This is an optimization exercise on Yosys and OpenROAD, whose aim is small area, a short achievable clock period and few clock cycles, not a production implementation.
Where RTL was checked, it was by simulation tests only, not by an equivalence proof against the original.
For run 1, only the layout was checked, not whether the RTL still works.

==> flow/design.v, too long to show whole: its modules and the start of the top module <==
// module mult: 1979 lines
// module mult_fa: 4 lines
// module mult_fa1: 4 lines
// module mult_ha: 4 lines
module mult #(parameter XLEN = 32, parameter NUM_STAGE = 4)
(
    input clock, reset,
    input start,
    input [1:0] sign,
    input [XLEN-1:0] mcand, mplier,
    output [(2*XLEN)-1:0] product,
    output logic done
);
  // ...
==> flow/flow/run.sh <==
#!/bin/bash
set -euo pipefail
bash standard.sh SETUP_SLACK_MARGIN=6.6 "BUFFER_PORTS_ARGS=-buffer_cell sky130_fd_sc_hd__buf_2" finish > flow_make.log 2>&1
==> flow/standard.sh <==
#!/bin/bash
# synth_recipe.tcl (not shown) runs the flow's synth.tcl, then flattens the netlist and writes it again
# the make line also repeats each setting of config.mk as NAME=value (left out here)
make -C /OpenROAD-flow-scripts/flow DESIGN_CONFIG=/design/flow/config.mk WORK_HOME=/design/flow/orfs CLKGATE_MAP_FILE= SYNTH_SCRIPT=/design/flow/synth_recipe.tcl "${@:-finish}"
==> flow/config.mk <==
export PLATFORM = sky130hd
export DESIGN_NAME = mult
export DESIGN_NICKNAME = mult
export VERILOG_FILES = /design/flow/design.v
export SDC_FILE = /design/flow/constraint.sdc
export NUM_CORES = 4
export LEC_CHECK = 0
export ABC_AREA = 0
export CAP_MARGIN = 20
export CORE_MARGIN = 2
export CORE_UTILIZATION = 40
export CTS_CLUSTER_DIAMETER = 100
export CTS_CLUSTER_SIZE = 20
export PLACE_DENSITY = 0.6
export SLEW_MARGIN = 20
export SYNTH_HIERARCHICAL = 1
==> flow/constraint.sdc <==
create_clock -name core_clock -period 10.0 [get_ports {clock}]
set_input_delay 2.0000 -clock core_clock [delete_from_list [all_inputs] [get_ports {clock}]]
set_output_delay 2.0000 -clock core_clock [all_outputs]
set_load 0.01 [all_outputs]
==> impl_results.md, run 1 <==
* Primary FF master, synth: dfxtp_1
* Post-Synthesis Cells at 3032
* # nets final at 3612
* Top cells by count, synth: xnor2_1, a22oi_1, fa_1
* Share of layout cells above drive strength 1 at 16.7%
* N_diodes at 1
* Status: complete, no violations
* Fraction of area in multi-input gates at 67.7%
* Cts bufs inserted at 25
* Commonest non-fill, non-tap cell in the layout: xnor2_1
* Post-CTS sizing at 204
* H-tree depth at 1
* Rows at 103
* Met2 usage in global routing at 40.5%
* Pins Over Slew Limit at 0
* Leading cell types in the layout, fill and taps excluded: xnor2_1, a22oi_1, fa_1, dfxtp_1, buf_2
* P&R area growth vs syn at 12.2%
* Synthesis warning total at 7
* Reg2reg path depth at 11
* Initial Utilization at 40.5%
* Number of I/O pins at 134
* Chip width at 287 µm
* Largest net degree at the start of global routing at 36
* Final min period at 3710 ps
* Final critical-path share of the clock period at 37.1%
* Cell variety after synth at 60
* Post-synthesis sequential area ratio at 22.6%
* Hold crit path type: reg -> reg
* Dpl cells at 3927
* Critical Path Stages at 11
* Root Driver: clkbuf_16
* Average wire per standard cell at 26.9 µm
==> run 2, diff against run 1 <==
--- a/flow/design.v
+++ b/flow/design.v
@@ -1697,17 +1697,340 @@
     mult_fa u482 (.a(t4[188]), .b(t4[189]), .c(t4[190]), .s(s52_482), .co(c52_482));
     wire s53_483, c53_483;
     mult_fa u483 (.a(t4[191]), .b(t4[192]), .c(t4[193]), .s(s53_483), .co(c53_483));
     wire [63:0] row0 = {t4[210], t4[209], t4[207], t4[205], t4[203], t4[201], t4[199], t4[197], t4[195], t4[194], c52_482, c51_481, c50_480, c49_479, c48_478, c47_477, c46_476, c45_475, c44_474, c43_473, c42_472, c41_471, c40_470, c39_469, c38_468, c37_467, c36_466, c35_465, c34_464, c33_463, c32_462, c31_461, c30_460, c29_459, c28_458, c27_457, c26_456, c25_455, c24_454, c23_453, c22_452, c21_451, c20_450, c19_449, c18_448, c17_447, c16_446, c15_445, c14_444, c13_443, c12_442, c11_441, c10_440, c9_439, c8_438, c7_437, c6_436, c5_435, hc4_42, t4[7], t4[4], t4[3], t4[2], t4[0]};
     wire [63:0] row1 = {t4[211], 1'b0, t4[208], t4[206], t4[204], t4[202], t4[200], t4[198], t4[196], c53_483, s53_483, s52_482, s51_481, s50_480, s49_479, s48_478, s47_477, s46_476, s45_475, s44_474, s43_473, s42_472, s41_471, s40_470, s39_469, s38_468, s37_467, s36_466, s35_465, s34_464, s33_463, s32_462, s31_461, s30_460, s29_459, s28_458, s27_457, s26_456, s25_455, s24_454, s23_453, s22_452, s21_451, s20_450, s19_449, s18_448, s17_447, s16_446, s15_445, s14_444, s13_443, s12_442, s11_441, s10_440, s9_439, s8_438, s7_437, s6_436, s5_435, hs4_42, 1'b0, 1'b0, 1'b0, t4[1]};
     logic [63:0] p;
     wire [63:0] sum;
     assign product = p;
-    assign sum = row0 + row1;
+  wire [63:0] kg0 = row0 & row1;
+  wire [63:0] kp0 = row0 ^ row1;
+  wire kG0 = kg0[1] | (kp0[1] & kg0[0]);
+  wire kG1 = kg0[3] | (kp0[3] & kg0[2]);
+  wire kP1 = kp0[3] & kp0[2];
+  wire kG2 = kg0[5] | (kp0[5] & kg0[4]);
+  wire kP2 = kp0[5] & kp0[4];
+  wire kG3 = kg0[7] | (kp0[7] & kg0[6]);
+  wire kP3 = kp0[7] & kp0[6];
+  wire kG4 = kg0[9] | (kp0[9] & kg0[8]);
+  wire kP4 = kp0[9] & kp0[8];
+  wire kG5 = kg0[11] | (kp0[11] & kg0[10]);
+  wire kP5 = kp0[11] & kp0[10];
+  wire kG6 = kg0[13] | (kp0[13] & kg0[12]);
+  wire kP6 = kp0[13] & kp0[12];
+  wire kG7 = kg0[15] | (kp0[15] & kg0[14]);
+  wire kP7 = kp0[15] & kp0[14];
+  wire kG8 = kg0[17] | (kp0[17] & kg0[16]);
+  wire kP8 = kp0[17] & kp0[16];
+  wire kG9 = kg0[19] | (kp0[19] & kg0[18]);
+  wire kP9 = kp0[19] & kp0[18];
+  wire kG10 = kg0[21] | (kp0[21] & kg0[20]);
+  wire kP10 = kp0[21] & kp0[20];
+  wire kG11 = kg0[23] | (kp0[23] & kg0[22]);
+  wire kP11 = kp0[23] & kp0[22];
+  wire kG12 = kg0[25] | (kp0[25] & kg0[24]);
+  wire kP12 = kp0[25] & kp0[24];
+  wire kG13 = kg0[27] | (kp0[27] & kg0[26]);
+  wire kP13 = kp0[27] & kp0[26];
+  wire kG14 = kg0[29] | (kp0[29] & kg0[28]);
+  wire kP14 = kp0[29] & kp0[28];
+  wire kG15 = kg0[31] | (kp0[31] & kg0[30]);
+  wire kP15 = kp0[31] & kp0[30];
+  wire kG16 = kg0[33] | (kp0[33] & kg0[32]);
+  wire kP16 = kp0[33] & kp0[32];
+  wire kG17 = kg0[35] | (kp0[35] & kg0[34]);
+  wire kP17 = kp0[35] & kp0[34];
+  wire kG18 = kg0[37] | (kp0[37] & kg0[36]);
+  wire kP18 = kp0[37] & kp0[36];
+  wire kG19 = kg0[39] | (kp0[39] & kg0[38]);
+  wire kP19 = kp0[39] & kp0[38];
+  wire kG20 = kg0[41] | (kp0[41] & kg0[40]);
+  wire kP20 = kp0[41] & kp0[40];
+  wire kG21 = kg0[43] | (kp0[43] & kg0[42]);
+  wire kP21 = kp0[43] & kp0[42];
+  wire kG22 = kg0[45] | (kp0[45] & kg0[44]);
+  wire kP22 = kp0[45] & kp0[44];
+  wire kG23 = kg0[47] | (kp0[47] & kg0[46]);
+  wire kP23 = kp0[47] & kp0[46];
+  wire kG24 = kg0[49] | (kp0[49] & kg0[48]);
+  wire kP24 = kp0[49] & kp0[48];
+  wire kG25 = kg0[51] | (kp0[51] & kg0[50]);
+  wire kP25 = kp0[51] & kp0[50];
+  wire kG26 = kg0[53] | (kp0[53] & kg0[52]);
+  wire kP26 = kp0[53] & kp0[52];
+  wire kG27 = kg0[55] | (kp0[55] & kg0[54]);
+  wire kP27 = kp0[55] & kp0[54];
+  wire kG28 = kg0[57] | (kp0[57] & kg0[56]);
+  wire kP28 = kp0[57] & kp0[56];
+  wire kG29 = kg0[59] | (kp0[59] & kg0[58]);
+  wire kP29 = kp0[59] & kp0[58];
+  wire kG30 = kg0[61] | (kp0[61] & kg0[60]);
+  wire kP30 = kp0[61] & kp0[60];
+  wire kG31 = kg0[63] | (kp0[63] & kg0[62]);
+  wire kP31 = kp0[63] & kp0[62];
+  wire kG32 = kG1 | (kP1 & kG0);
+  wire kG33 = kG2 | (kP2 & kG1);
+  wire kP33 = kP2 & kP1;
+  wire kG34 = kG3 | (kP3 & kG2);
+  wire kP34 = kP3 & kP2;
+  wire kG35 = kG4 | (kP4 & kG3);
+  wire kP35 = kP4 & kP3;
+  wire kG36 = kG5 | (kP5 & kG4);
+  wire kP36 = kP5 & kP4;
+  wire kG37 = kG6 | (kP6 & kG5);
+  wire kP37 = kP6 & kP5;
+  wire kG38 = kG7 | (kP7 & kG6);
+  wire kP38 = kP7 & kP6;
+  wire kG39 = kG8 | (kP8 & kG7);
+  wire kP39 = kP8 & kP7;
+  wire kG40 = kG9 | (kP9 & kG8);
+  wire kP40 = kP9 & kP8;
+  wire kG41 = kG10 | (kP10 & kG9);
+  wire kP41 = kP10 & kP9;
+  wire kG42 = kG11 | (kP11 & kG10);
+  wire kP42 = kP11 & kP10;
+  wire kG43 = kG12 | (kP12 & kG11);
+  wire kP43 = kP12 & kP11;
+  wire kG44 = kG13 | (kP13 & kG12);
+  wire kP44 = kP13 & kP12;
+  wire kG45 = kG14 | (kP14 & kG13);
+  wire kP45 = kP14 & kP13;
+  wire kG46 = kG15 | (kP15 & kG14);
+  wire kP46 = kP15 & kP14;
+  wire kG47 = kG16 | (kP16 & kG15);
+  wire kP47 = kP16 & kP15;
+  wire kG48 = kG17 | (kP17 & kG16);
+  wire kP48 = kP17 & kP16;
+  wire kG49 = kG18 | (kP18 & kG17);
+  wire kP49 = kP18 & kP17;
+  wire kG50 = kG19 | (kP19 & kG18);
+  wire kP50 = kP19 & kP18;
+  wire kG51 = kG20 | (kP20 & kG19);
+  wire kP51 = kP20 & kP19;
+  wire kG52 = kG21 | (kP21 & kG20);
+  wire kP52 = kP21 & kP20;
+  wire kG53 = kG22 | (kP22 & kG21);
+  wire kP53 = kP22 & kP21;
+  wire kG54 = kG23 | (kP23 & kG22);
+  wire kP54 = kP23 & kP22;
+  wire kG55 = kG24 | (kP24 & kG23);
+  wire kP55 = kP24 & kP23;
+  wire kG56 = kG25 | (kP25 & kG24);
+  wire kP56 = kP25 & kP24;
+  wire kG57 = kG26 | (kP26 & kG25);
+  wire kP57 = kP26 & kP25;
+  wire kG58 = kG27 | (kP27 & kG26);
+  wire kP58 = kP27 & kP26;
+  wire kG59 = kG28 | (kP28 & kG27);
+  wire kP59 = kP28 & kP27;
+  wire kG60 = kG29 | (kP29 & kG28);
+  wire kP60 = kP29 & kP28;
+  wire kG61 = kG30 | (kP30 & kG29);
+  wire kP61 = kP30 & kP29;
+  wire kG62 = kG31 | (kP31 & kG30);
+  wire kP62 = kP31 & kP30;
+  wire kG63 = kG33 | (kP33 & kG0);
+  wire kG64 = kG34 | (kP34 & kG32);
+  wire kG65 = kG35 | (kP35 & kG33);
+  wire kP65 = kP35 & kP33;
+  wire kG66 = kG36 | (kP36 & kG34);
+  wire kP66 = kP36 & kP34;
+  wire kG67 = kG37 | (kP37 & kG35);
+  wire kP67 = kP37 & kP35;
+  wire kG68 = kG38 | (kP38 & kG36);
+  wire kP68 = kP38 & kP36;
+  wire kG69 = kG39 | (kP39 & kG37);
+  wire kP69 = kP39 & kP37;
+  wire kG70 = kG40 | (kP40 & kG38);
+  wire kP70 = kP40 & kP38;
+  wire kG71 = kG41 | (kP41 & kG39);
+  wire kP71 = kP41 & kP39;
+  wire kG72 = kG42 | (kP42 & kG40);
+  wire kP72 = kP42 & kP40;
+  wire kG73 = kG43 | (kP43 & kG41);
+  wire kP73 = kP43 & kP41;
+  wire kG74 = kG44 | (kP44 & kG42);
+  wire kP74 = kP44 & kP42;
+  wire kG75 = kG45 | (kP45 & kG43);
+  wire kP75 = kP45 & kP43;
+  wire kG76 = kG46 | (kP46 & kG44);
+  wire kP76 = kP46 & kP44;
+  wire kG77 = kG47 | (kP47 & kG45);
+  wire kP77 = kP47 & kP45;
+  wire kG78 = kG48 | (kP48 & kG46);
+  wire kP78 = kP48 & kP46;
+  wire kG79 = kG49 | (kP49 & kG47);
+  wire kP79 = kP49 & kP47;
+  wire kG80 = kG50 | (kP50 & kG48);
+  wire kP80 = kP50 & kP48;
+  wire kG81 = kG51 | (kP51 & kG49);
+  wire kP81 = kP51 & kP49;
+  wire kG82 = kG52 | (kP52 & kG50);
+  wire kP82 = kP52 & kP50;
+  wire kG83 = kG53 | (kP53 & kG51);
+  wire kP83 = kP53 & kP51;
+  wire kG84 = kG54 | (kP54 & kG52);
+  wire kP84 = kP54 & kP52;
+  wire kG85 = kG55 | (kP55 & kG53);
+  wire kP85 = kP55 & kP53;
+  wire kG86 = kG56 | (kP56 & kG54);
+  wire kP86 = kP56 & kP54;
+  wire kG87 = kG57 | (kP57 & kG55);
+  wire kP87 = kP57 & kP55;
+  wire kG88 = kG58 | (kP58 & kG56);
+  wire kP88 = kP58 & kP56;
+  wire kG89 = kG59 | (kP59 & kG57);
+  wire kP89 = kP59 & kP57;
+  wire kG90 = kG60 | (kP60 & kG58);
+  wire kP90 = kP60 & kP58;
+  wire kG91 = kG61 | (kP61 & kG59);
+  wire kP91 = kP61 & kP59;
+  wire kG92 = kG62 | (kP62 & kG60);
+  wire kP92 = kP62 & kP60;
+  wire kG93 = kG65 | (kP65 & kG0);
+  wire kG94 = kG66 | (kP66 & kG32);
+  wire kG95 = kG67 | (kP67 & kG63);
+  wire kG96 = kG68 | (kP68 & kG64);
+  wire kG97 = kG69 | (kP69 & kG65);
+  wire kP97 = kP69 & kP65;
+  wire kG98 = kG70 | (kP70 & kG66);
+  wire kP98 = kP70 & kP66;
+  wire kG99 = kG71 | (kP71 & kG67);
+  wire kP99 = kP71 & kP67;
+  wire kG100 = kG72 | (kP72 & kG68);
+  wire kP100 = kP72 & kP68;
+  wire kG101 = kG73 | (kP73 & kG69);
+  wire kP101 = kP73 & kP69;
+  wire kG102 = kG74 | (kP74 & kG70);
+  wire kP102 = kP74 & kP70;
+  wire kG103 = kG75 | (kP75 & kG71);
+  wire kP103 = kP75 & kP71;
+  wire kG104 = kG76 | (kP76 & kG72);
+  wire kP104 = kP76 & kP72;
+  wire kG105 = kG77 | (kP77 & kG73);
+  wire kP105 = kP77 & kP73;
+  wire kG106 = kG78 | (kP78 & kG74);
+  wire kP106 = kP78 & kP74;
+  wire kG107 = kG79 | (kP79 & kG75);
+  wire kP107 = kP79 & kP75;
+  wire kG108 = kG80 | (kP80 & kG76);
+  wire kP108 = kP80 & kP76;
+  wire kG109 = kG81 | (kP81 & kG77);
+  wire kP109 = kP81 & kP77;
+  wire kG110 = kG82 | (kP82 & kG78);
+  wire kP110 = kP82 & kP78;
+  wire kG111 = kG83 | (kP83 & kG79);
+  wire kP111 = kP83 & kP79;
+  wire kG112 = kG84 | (kP84 & kG80);
+  wire kP112 = kP84 & kP80;
+  wire kG113 = kG85 | (kP85 & kG81);
+  wire kP113 = kP85 & kP81;
+  wire kG114 = kG86 | (kP86 & kG82);
+  wire kP114 = kP86 & kP82;
+  wire kG115 = kG87 | (kP87 & kG83);
+  wire kP115 = kP87 & kP83;
+  wire kG116 = kG88 | (kP88 & kG84);
+  wire kP116 = kP88 & kP84;
+  wire kG117 = kG89 | (kP89 & kG85);
+  wire kP117 = kP89 & kP85;
+  wire kG118 = kG90 | (kP90 & kG86);
+  wire kP118 = kP90 & kP86;
+  wire kG119 = kG91 | (kP91 & kG87);
+  wire kP119 = kP91 & kP87;
+  wire kG120 = kG92 | (kP92 & kG88);
+  wire kP120 = kP92 & kP88;
+  wire kG121 = kG97 | (kP97 & kG0);
+  wire kG122 = kG98 | (kP98 & kG32);
+  wire kG123 = kG99 | (kP99 & kG63);
+  wire kG124 = kG100 | (kP100 & kG64);
+  wire kG125 = kG101 | (kP101 & kG93);
+  wire kG126 = kG102 | (kP102 & kG94);
+  wire kG127 = kG103 | (kP103 & kG95);
+  wire kG128 = kG104 | (kP104 & kG96);
+  wire kG129 = kG105 | (kP105 & kG97);
+  wire kP129 = kP105 & kP97;
+  wire kG130 = kG106 | (kP106 & kG98);
+  wire kP130 = kP106 & kP98;
+  wire kG131 = kG107 | (kP107 & kG99);
+  wire kP131 = kP107 & kP99;
+  wire kG132 = kG108 | (kP108 & kG100);
+  wire kP132 = kP108 & kP100;
+  wire kG133 = kG109 | (kP109 & kG101);
+  wire kP133 = kP109 & kP101;
+  wire kG134 = kG110 | (kP110 & kG102);
+  wire kP134 = kP110 & kP102;
+  wire kG135 = kG111 | (kP111 & kG103);
+  wire kP135 = kP111 & kP103;
+  wire kG136 = kG112 | (kP112 & kG104);
+  wire kP136 = kP112 & kP104;
+  wire kG137 = kG113 | (kP113 & kG105);
+  wire kP137 = kP113 & kP105;
+  wire kG138 = kG114 | (kP114 & kG106);
+  wire kP138 = kP114 & kP106;
+  wire kG139 = kG115 | (kP115 & kG107);
+  wire kP139 = kP115 & kP107;
+  wire kG140 = kG116 | (kP116 & kG108);
+  wire kP140 = kP116 & kP108;
+  wire kG141 = kG117 | (kP117 & kG109);
+  wire kP141 = kP117 & kP109;
+  wire kG142 = kG118 | (kP118 & kG110);
+  wire kP142 = kP118 & kP110;
+  wire kG143 = kG119 | (kP119 & kG111);
+  wire kP143 = kP119 & kP111;
+  wire kG144 = kG120 | (kP120 & kG112);
+  wire kP144 = kP120 & kP112;
+  wire kG145 = kG129 | (kP129 & kG0);
+  wire kG146 = kG130 | (kP130 & kG32);
+  wire kG147 = kG131 | (kP131 & kG63);
+  wire kG148 = kG132 | (kP132 & kG64);
+  wire kG149 = kG133 | (kP133 & kG93);
+  wire kG150 = kG134 | (kP134 & kG94);
+  wire kG151 = kG135 | (kP135 & kG95);
+  wire kG152 = kG136 | (kP136 & kG96);
+  wire kG153 = kG137 | (kP137 & kG121);
+  wire kG154 = kG138 | (kP138 & kG122);
+  wire kG155 = kG139 | (kP139 & kG123);
+  wire kG156 = kG140 | (kP140 & kG124);
+  wire kG157 = kG141 | (kP141 & kG125);
+  wire kG158 = kG142 | (kP142 & kG126);
+  wire kG159 = kG143 | (kP143 & kG127);
+  wire kG160 = kG144 | (kP144 & kG128);
+  wire kG161 = kg0[2] | (kp0[2] & kG0);
+  wire kG162 = kg0[4] | (kp0[4] & kG32);
+  wire kG163 = kg0[6] | (kp0[6] & kG63);
+  wire kG164 = kg0[8] | (kp0[8] & kG64);
+  wire kG165 = kg0[10] | (kp0[10] & kG93);
+  wire kG166 = kg0[12] | (kp0[12] & kG94);
+  wire kG167 = kg0[14] | (kp0[14] & kG95);
+  wire kG168 = kg0[16] | (kp0[16] & kG96);
+  wire kG169 = kg0[18] | (kp0[18] & kG121);
+  wire kG170 = kg0[20] | (kp0[20] & kG122);
+  wire kG171 = kg0[22] | (kp0[22] & kG123);
+  wire kG172 = kg0[24] | (kp0[24] & kG124);
+  wire kG173 = kg0[26] | (kp0[26] & kG125);
+  wire kG174 = kg0[28] | (kp0[28] & kG126);
+  wire kG175 = kg0[30] | (kp0[30] & kG127);
+  wire kG176 = kg0[32] | (kp0[32] & kG128);
+  wire kG177 = kg0[34] | (kp0[34] & kG145);
+  wire kG178 = kg0[36] | (kp0[36] & kG146);
+  wire kG179 = kg0[38] | (kp0[38] & kG147);
+  wire kG180 = kg0[40] | (kp0[40] & kG148);
+  wire kG181 = kg0[42] | (kp0[42] & kG149);
+  wire kG182 = kg0[44] | (kp0[44] & kG150);
+  wire kG183 = kg0[46] | (kp0[46] & kG151);
+  wire kG184 = kg0[48] | (kp0[48] & kG152);
+  wire kG185 = kg0[50] | (kp0[50] & kG153);
+  wire kG186 = kg0[52] | (kp0[52] & kG154);
+  wire kG187 = kg0[54] | (kp0[54] & kG155);
+  wire kG188 = kg0[56] | (kp0[56] & kG156);
+  wire kG189 = kg0[58] | (kp0[58] & kG157);
+  wire kG190 = kg0[60] | (kp0[60] & kG158);
+  wire kG191 = kg0[62] | (kp0[62] & kG159);
+  assign sum = {kp0[63] ^ kG191, kp0[62] ^ kG159, kp0[61] ^ kG190, kp0[60] ^ kG158, kp0[59] ^ kG189, kp0[58] ^ kG157, kp0[57] ^ kG188, kp0[56] ^ kG156, kp0[55] ^ kG187, kp0[54] ^ kG155, kp0[53] ^ kG186, kp0[52] ^ kG154, kp0[51] ^ kG185, kp0[50] ^ kG153, kp0[49] ^ kG184, kp0[48] ^ kG152, kp0[47] ^ kG183, kp0[46] ^ kG151, kp0[45] ^ kG182, kp0[44] ^ kG150, kp0[43] ^ kG181, kp0[42] ^ kG149, kp0[41] ^ kG180, kp0[40] ^ kG148, kp0[39] ^ kG179, kp0[38] ^ kG147, kp0[37] ^ kG178, kp0[36] ^ kG146, kp0[35] ^ kG177, kp0[34] ^ kG145, kp0[33] ^ kG176, kp0[32] ^ kG128, kp0[31] ^ kG175, kp0[30] ^ kG127, kp0[29] ^ kG174, kp0[28] ^ kG126, kp0[27] ^ kG173, kp0[26] ^ kG125, kp0[25] ^ kG172, kp0[24] ^ kG124, kp0[23] ^ kG171, kp0[22] ^ kG123, kp0[21] ^ kG170, kp0[20] ^ kG122, kp0[19] ^ kG169, kp0[18] ^ kG121, kp0[17] ^ kG168, kp0[16] ^ kG96, kp0[15] ^ kG167, kp0[14] ^ kG95, kp0[13] ^ kG166, kp0[12] ^ kG94, kp0[11] ^ kG165, kp0[10] ^ kG93, kp0[9] ^ kG164, kp0[8] ^ kG64, kp0[7] ^ kG163, kp0[6] ^ kG63, kp0[5] ^ kG162, kp0[4] ^ kG32, kp0[3] ^ kG161, kp0[2] ^ kG0, kp0[1] ^ kg0[0], kp0[0]};
     always_ff @(posedge clock) begin
         ar <= a;
         one[0] <= one0_d;
         two[0] <= two0_d;
         neg[0] <= neg0_d;
         one[1] <= one1_d;
         two[1] <= two1_d;
         neg[1] <= neg1_d;
==> flow/config.mk (replaced) <==
export PLATFORM = sky130hd
export DESIGN_NAME = mult
export DESIGN_NICKNAME = mult
export VERILOG_FILES = /design/flow/design.v
export SDC_FILE = /design/flow/constraint.sdc
export NUM_CORES = 4
export LEC_CHECK = 0
export ABC_AREA = 1
export CAP_MARGIN = 20
export CORE_MARGIN = 2
export CORE_UTILIZATION = 65
export CTS_CLUSTER_DIAMETER = 100
export CTS_CLUSTER_SIZE = 20
export PLACE_DENSITY = 0.75
export SLEW_MARGIN = 20
export SYNTH_HIERARCHICAL = 1
==> impl_results.md, run 2 <==
* Number of synthesized flops with an enable pin at 0 (unchanged)
* DRC Markers at 0 (unchanged)
* CP Capture Type: flop (unchanged)
* Top flop regs: t4 x212, p x64, ar x33 (unchanged)
* Met2 usage in global routing at 62.7% (was 40.5%)
* Initial Utilization at 65.3% (was 40.5%)
* Global route hottest layer: met2 (unchanged)
* Average wire per standard cell at 29.6 µm (was 26.9 µm)
* Hold Buf Count CTS at 0 (unchanged)
* XOR/XNOR share of the synthesized area at 16.8% (was 17.8%)
* Setup TNS at 0 ps (unchanged)
* Most common cell in the netlist: xor2_1 (was xnor2_1)
* Pins Over Slew Limit at 0 (unchanged)
* Mean Syn Cell Area at 10.1 µm² (was 10.6 µm²)
* Hold depth at 2 (was 1)
* Vias in the first global route at 26000 (was 25500)
* Routed vias at 25300 (was 24000)
* Final wirelength at 112 mm (was 108 mm)
* Antenna-violating nets left at 0 (unchanged)
* Crit Path Class: reg -> reg (unchanged)
* Worst-Margin Slew at 1130 ps (was 932 ps)
* Initial antenna violation count at 4 (was 0)
* Synth top area share at 31.6% (was 29.5%)
* Largest fanout on the critical path at 3 (was 6)
* DIE AREA at 0.0507 mm² (was 0.0824 mm²)
* Root Driver: clkbuf_16 (unchanged)
* Reg clk slew, reported paths at 90 ps (about the same)
* Crit path DAT at 3880 ps (was 4230 ps)
* PortBufs at 133 (unchanged)
* GRT met1 Usage at 57.2% (was 33.4%)
* Largest family of logic cells by synthesized area: adder cells (unchanged)
* Reg2reg path depth at 12 (was 11)
* P&R area growth vs syn at 8.51% (was 12.2%)
* Total Routing Usage GR at 44.2% (was 25.8%)
* Final critical-path share of the clock period at 34.2% (was 37.1%)
* Max-cap viol count at 0 (unchanged)
* Die height at 225 µm (was 287 µm)
* Synth Cell Area at 0.0318 mm² (was 0.0320 mm²)
* Status: complete, no violations (unchanged)
* Dpl hpwl at 75.0 mm (was 68.9 mm)
* Number of flip-flops in the largest register at 212 (unchanged)
* First-pass GRT wire length at 164 mm (was 162 mm)
* Adder-Cell Fraction of Synth Area at 36.0% (was 33.8%)
* Cell variety after synth at 33 (was 60)
* Fin area at 0.0345 mm² (was 0.0359 mm²)
* Synthesis warning total at 7 (unchanged)
* Post-Synthesis Cells at 3152 (was 3032)
* Clock skew at 16.7 ps (was 24.8 ps)
* CTS tree: done (unchanged)
* Largest net degree at the start of global routing at 36 (unchanged)
* Max Buffers Root-to-Sink at 3 (unchanged)
* CP required at 10470 ps (was 10520 ps)
* Cts bufs inserted at 23 (was 25)
* Commonest non-fill, non-tap cell in the layout: xor2_1 (was xnor2_1)
* Placer Congestion at 0.962 (was 0.864)
* Post-synthesis sequential area ratio at 22.8% (was 22.6%)
* Grt ovf at 0 (unchanged)
* Leading area contributor after synthesis: fa_1 (unchanged)
* Worst hold path startpoint: vld[0] (unchanged)
* Startpoint Class: flop (unchanged)
* Slew margin rel. at 24.1% (was 37.8%)
* Worst skew pair latency at 580 ps (was 610 ps)
* Fmax at 0.292 GHz (was 0.270 GHz)
* Primary FF master, synth: dfxtp_1 (unchanged)
* R2r setup slk at 6580 ps (was 6290 ps)
* H-tree depth at 1 (unchanged)
* First-pass iteration count of the detailed router at 7 (was 6)
* Met3 usage at 20.9% (was 6.18%)
* Mux cell area share after synthesis at 0.496% (was 0%)
* Top cells by count, synth: xor2_1, o22ai_1, fa_1 (was xnor2_1, a22oi_1, fa_1)
* RR Startpoint: t4[56] (was t4[140])
* Setup violators final at 0 (unchanged)
* Routed vias/inst at 6.68 (was 5.96)
* Rows at 81 (was 103)
* Placed cell areas at 0.0327 mm² (was 0.0332 mm²)
* Largest reg by FF count: t4 (unchanged)
* RSZ-0062 raised after global routing: yes (unchanged)
* Iteration-0 DRC count of the detailed router at 3499 (was 2315)
* Post-Syn Nets at 3835 (was 3684)
* WHS Endpoint: vld[1] (unchanged)
* Chip width at 225 µm (was 287 µm)
* Number of I/O pins at 134 (unchanged)
* Final min period at 3420 ps (was 3710 ps)
* Core Area at 0.0486 mm² (was 0.0791 mm²)
* Register area at 0.00729 mm² (was 0.00738 mm²)
* Hold violation count in the final report at 0 (unchanged)
* Fillers at 3520 (was 7407)
* Largest cells by area after synthesis: fa_1, dfxtp_1, xor2_1 (was fa_1, dfxtp_1, xnor2_1)
* Compound-Gate Fraction of Synth Area at 10.9% (was 16.7%)
* Leading cell types in the layout, fill and taps excluded: xor2_1, o22ai_1, fa_1, dfxtp_1, inv_1 (was xnor2_1, a22oi_1, fa_1, dfxtp_1, buf_2)
* Hold crit path type: reg -> reg (unchanged)
* CTS sink count at 362 (unchanged)
* Synth Area in Simple Gates at 5.91% (was 4.11%)
* Reg-to-reg endpoint: p[58] (was p[63])
* Multi-input gate area at 0.0229 mm² (was 0.0243 mm²)
* # nets final at 3833 (was 3612)
* Share of layout cells above drive strength 1 at 15.9% (was 16.7%)
* Asr flop ratio synth at 0% (unchanged)
* Synth Register Bits at 362 (unchanged)
[run 2: cell types whose count changed in the layout (fill, tap and decap cells not counted), moves of 146 or more]
cell / change
a22oi_1: -512
inv_1: +218
nand2_1: +146
o22ai_1: +510
xnor2_1: -568
xor2_1: +526
[run 2: routing by layer]
layer	vias to the layer above	share of wire [%]
met5	-	0.019
met4	4	5.6
met3	503	17
met2	2175	42
met1	12400	36
li1	10200	-
[run 2: layout make-up]
cell class	instances	area share, %
repair inverters	1	0.0218
flip-flops and latches	362	21.1
well taps	622	2.26
repair buffers	236	4.78
clock inverters	6	0.160
multi-input cells	2220	66.5
diodes	2	0.0145
clock buffers	25	1.75
inverters	306	3.39
[run 2: worst max-delay path: stages (launching register included)]
cell and delay, ps:
dfxtp_1 320, fa_1 550, fa_1 440, ha_2 410
nand2_4 100, nor2_2 240, nand2_1 150, inv_1 110
nand3_2 80, nand2_2 180, nand2_2 90, nand2_4 160
fa_2 460
[run 2: worst max path at each step]
| stage | end | start |
|---|---|---|
| 2_1_floorplan | t4[127] | two[2] |
| 3_3_place_gp | t4[115] | ar[0] |
| 3_5_place_dp | p[55] | t4[56] |
| 4_1_cts | p[55] | t4[56] |
| 5_1_grt | p[61] | t4[60] |
| 6_report | p[58] | t4[56] |
[run 2: per-stage QoR]
stage	utilization (%)	hold WS, ps	cells	setup WS [ps]
after floorplan	-	326	3152	6990
after global placement	67.3	392	3722	6200
after detailed placement	67.3	398	3722	6180
after CTS	69.4	410	3765	6490
after global routing	70.9	425	3778	6500
final	70.9	407	3780	6580
[run 2: Yosys stat by module, one instance, submodules excluded]
| module | times used | flops+latches | cell area, µm² |
|---|---|---|---|
| mult_ha | 39 | 0 | 12.5 |
| mult_fa1 | 12 | 0 | 27.5 |
| mult_fa | 472 | 0 | 20.0 |
| mult | 1 | 362 | 21500 |
[run 2: cell families (layout without fill, tap and decap cells)]
kind of cell               Yosys count  in the layout
other                                0              2
and+or+nand+nor                    423            423
xor gates and xnor gates           608            608
muxes                               14             14
DFF                                362            362
AOI/OAI and AO/OA                  561            561
adders and majority gates          614            614
buffers and inverters              570            574
[run 2: repair_timing]
item                                    CTS  global route
setup buffers                            11            13
gates resized for setup                  61           137
pin swaps                                 2            25
cloned                                    1             0
endpoints found under the setup margin  101            61
Testbench counts of run 2, summed over its fixed seeds: cycles 7,056.
==> run 3, diff against run 2 <==
--- a/flow/config.mk
+++ b/flow/config.mk
@@ -8,9 +8,9 @@
 export ABC_AREA = 1
 export CAP_MARGIN = 20
 export CORE_MARGIN = 2
-export CORE_UTILIZATION = 65
+export CORE_UTILIZATION = 40
 export CTS_CLUSTER_DIAMETER = 100
 export CTS_CLUSTER_SIZE = 20
-export PLACE_DENSITY = 0.75
+export PLACE_DENSITY = 0.6
 export SLEW_MARGIN = 20
 export SYNTH_HIERARCHICAL = 1
==> impl_results.md, run 3 <==
* Die height at 286 µm (was 225 µm)
* Most common cell in the netlist: xor2_1 (unchanged)
* Synth Register Bits at 362 (unchanged)
* P&R area growth vs syn at 9.77% (was 8.51%)
* CP required at 10500 ps (was 10470 ps)
* Most used cell, CP: fa_1
* Leading area contributor after synthesis: fa_1 (unchanged)
* Chip width at 286 µm (was 225 µm)
* Slew margin rel. at 41.7% (was 24.1%)
* Largest reg by FF count: t4 (unchanged)
* Synth Cell Area at 0.0318 mm² (unchanged)
* Final Util at 44.2% (was 70.9%)
* Vias in the first global route at 24300 (was 26000)
* Largest fanout on the critical path at 32 (was 3)
* Hold violation count in the final report at 0 (unchanged)
* Placed cell areas at 0.0333 mm² (was 0.0327 mm²)
* Setup TNS at 0 ps (unchanged)
* Cts bufs inserted at 27 (was 23)
* Average wire per standard cell at 26.1 µm (was 29.6 µm)
* Crit-path leading delay family: adder cells (unchanged)
* # nets final at 3832 (was 3833)
* Final critical-path share of the clock period at 34.2% (about the same)
* Final min period at 3420 ps (about the same)
* Mean Syn Cell Area at 10.1 µm² (unchanged)
* DRC Markers at 0 (unchanged)
* CP Capture Type: flop (unchanged)
* Crit Path Class: reg -> reg (unchanged)
* Cell variety after synth at 33 (unchanged)
* Pins Over Slew Limit at 0 (unchanged)
* Worst path max stage delay at 620 ps (was 550 ps)
* Post-Syn Nets at 3835 (unchanged)
* PortBufs at 133 (unchanged)
* First-pass GRT wire length at 162 mm (was 164 mm)
* Largest net degree at the start of global routing at 36 (unchanged)
* Synthesis warning total at 7 (unchanged)
* Setup violators final at 0 (unchanged)
* Synth top area share at 31.6% (unchanged)
* Rows at 103 (was 81)
* Antenna-violating nets left at 0 (unchanged)
* Crit path DAT at 3920 ps (was 3880 ps)
* Startpoint Class: flop (unchanged)
* Crit-path cells: inv_1 > buf_4 > o22ai_1 > xor2_1 > fa_1 > fa_1 > fa_1 > fa_1 (was fa_1 > fa_1 > ha_2 > nand2_4 > nor2_2 > nand2_1 > inv_1 > nand3_2 > nand2_2 > nand2_2 > nand2_4 > fa_2)
* Max Buffers Root-to-Sink at 3 (unchanged)
* Commonest non-fill, non-tap cell in the layout: xor2_1 (unchanged)
* Clock skew at 31.4 ps (was 16.7 ps)
* Root Driver: clkbuf_16 (unchanged)
* RSZ-0062 raised after global routing: yes (unchanged)
* Worst skew pair latency at 630 ps (was 580 ps)
* Number of synthesized flops with an enable pin at 0 (unchanged)
* Max-cap viol count at 0 (unchanged)
* First-pass iteration count of the detailed router at 7 (unchanged)
* Slowest cell on the critical path: fa_1 (unchanged)
* DIE AREA at 0.0817 mm² (was 0.0507 mm²)
* Routed vias/inst at 5.71 (was 6.68)
* Share of layout cells above drive strength 1 at 15.4% (was 15.9%)
* Leading cell types in the layout, fill and taps excluded: xor2_1, o22ai_1, fa_1, dfxtp_1, inv_1 (unchanged)
* H-tree depth at 1 (unchanged)
* Post-synthesis sequential area ratio at 22.8% (unchanged)
* Pre-CTS WS at 6200 ps (was 6180 ps)
* Fmax at 0.292 GHz (about the same)
* Initial antenna violation count at 2 (was 4)
* Number of flip-flops in the largest register at 212 (unchanged)
* Asr flop ratio synth at 0% (unchanged)
* Status: complete, no violations (unchanged)
* Reg clk slew, reported paths at 90 ps (about the same)
* Total Routing Usage GR at 26.6% (was 44.2%)
* Number of I/O pins at 134 (unchanged)
* Post-Synthesis Cells at 3152 (unchanged)
* CTS tree: done (unchanged)
* Placer Congestion at 0.949 (was 0.962)
* Hold crit path type: reg -> reg (unchanged)
* Top flop regs: t4 x212, p x64, ar x33 (unchanged)
* CTS sink count at 362 (unchanged)
* Fin area at 0.0349 mm² (was 0.0345 mm²)
* Initial Utilization at 40.3% (was 65.3%)
* Final wirelength at 110 mm (was 112 mm)
* Setup ws final at 6580 ps (about the same)
* Grt ovf at 0 (unchanged)
* Primary FF master, synth: dfxtp_1 (unchanged)
* WP buf/inv at 2 (was 1)
* Core Area at 0.0789 mm² (was 0.0486 mm²)
* Worst-Margin Slew at 866 ps (was 1130 ps)
* Routed vias at 24100 (was 25300)
* Iteration-0 DRC count of the detailed router at 2790 (was 3499)
* Dpl hpwl at 74.2 mm (was 75.0 mm)
* Top cells by count, synth: xor2_1, o22ai_1, fa_1 (unchanged)
* Largest cells by area after synthesis: fa_1, dfxtp_1, xor2_1 (unchanged)
[run 3: changes by cell type in the layout (fill, tap and decap cells not counted), moves of 3 or more]
cell / change
clkinv_1: +6
inv_6: +4
buf_6: -20
xor2_2: +3
nand2_1: +11
ha_4: -11
nand2_2: -7
clkbuf_16: +4
ha_1: +11
nand2_4: -4
buf_4: +18
xor2_1: -3
inv_1: -7
[run 3: worst paths after layout]
kind               start       to  slack [ps]  cells past startpoint
setup / recovery  one[7]  t4[127]        6580                      8
setup reg to reg  one[7]  t4[127]        6580                      8
hold reg to reg   vld[0]   vld[1]         410                      2
hold / removal    vld[0]   vld[1]         410                      2
[run 3: per-module statistics from Yosys (local to each module, per instance)]
| module | cell area, µm² | times used | flops+latches |
|---|---|---|---|
| mult_fa | 20.0 | 472 | 0 |
| mult_fa1 | 27.5 | 12 | 0 |
| mult | 21500 | 1 | 362 |
| mult_ha | 12.5 | 39 | 0 |
[run 3: logic make-up after synthesis]
group           count (synthesis)  synth area share [%]
xor+xnor                      608                  16.8
flops                         362                  22.8
fa+ha+maj                     614                  36.0
buf+inv                       570                  7.10
mux                            14                 0.496
simple gates                  423                  5.91
compound gates                561                  10.9
[run 3: cell type report]
type / instances / area [µm²]
clock buffers: 29 / 683
fillers: 7555 / 44000
flip-flops and latches: 362 / 7290
well taps: 1050 / 1310
clock inverters: 12 / 140
multi-input cells: 2220 / 22800
repair buffers: 232 / 1520
inverters: 306 / 1180
diodes: 1 / 2.50
[run 3: layer usage]
layer	vias to the layer above	share of wire [%]	global-route usage, %
li1	10200	-	-
met1	11900	39	35.2
met2	1621	42	39.6
met3	307	14	9.56
met4	8	4.7	10.7
met5	-	0.34	0.872
[run 3: repair_timing]
action / in CTS / in global routing
pin swaps: 5 / 26
setup buffers: 11 / 6
hold buffers: 0 / 0
resized for setup: 43 / 112
setup endpoints to repair: 91 / 68
[run 3: metrics by stage]
| step | instances | hold WS [ps] |
|---|---|---|
| 5_1_grt | 4211 | 447 |
| 3_5_place_dp | 4153 | 398 |
| 2_1_floorplan | 3152 | 326 |
| 4_1_cts | 4205 | 412 |
| 3_3_place_gp | 4153 | 390 |
| 6_report | 4212 | 407 |
[run 3: worst register-to-register path: stages (launching register included)]
cell and delay (ps):
dfxtp_1 330, inv_1 50, buf_4 420, o22ai_1 260, xor2_1 190, fa_1 620
fa_1 470, fa_1 520, fa_1 440

==> re-timing with driven ports <==
The flow's constraints put no driver on any port. The routed layouts listed below were extracted and timed again, unchanged, in two steps.
Step 1 (the two cells are an assumption about what drives the block):
set clk [get_ports {clock}]
set_driving_cell -lib_cell sky130_fd_sc_hd__clkbuf_16 $clk
set_driving_cell -lib_cell sky130_fd_sc_hd__buf_2 [delete_from_list [all_inputs] $clk]
Step 2 times the ports against the registers' clock, not the clock port: input delays grow and output delays shrink by t, the midpoint of the rising clock arrivals with the driver on.
Three values: no drivers, after step 1, after step 2; two values: the first two.
| run | t (ns) | slack for setup (ns) | hold WS [ns] | clock arrival spread, ns | pins driven straight from the clock port |
|---|---|---|---|---|---|
| run 1 | 0.661 | 6.290 / 6.290 / 6.290 | 0.446 / 0.446 / 0.446 | 0.024 / 0.025 | 1 |
| run 2 | 0.639 | 6.581 / 6.581 / 6.581 | 0.407 / 0.407 / 0.407 | 0.016 / 0.017 | 1 |
| run 3 | 0.673 | 6.581 / 6.581 / 6.581 | 0.407 / 0.407 / 0.407 | 0.031 / 0.031 | 1 |
After both steps setup and hold are still met in every run listed.
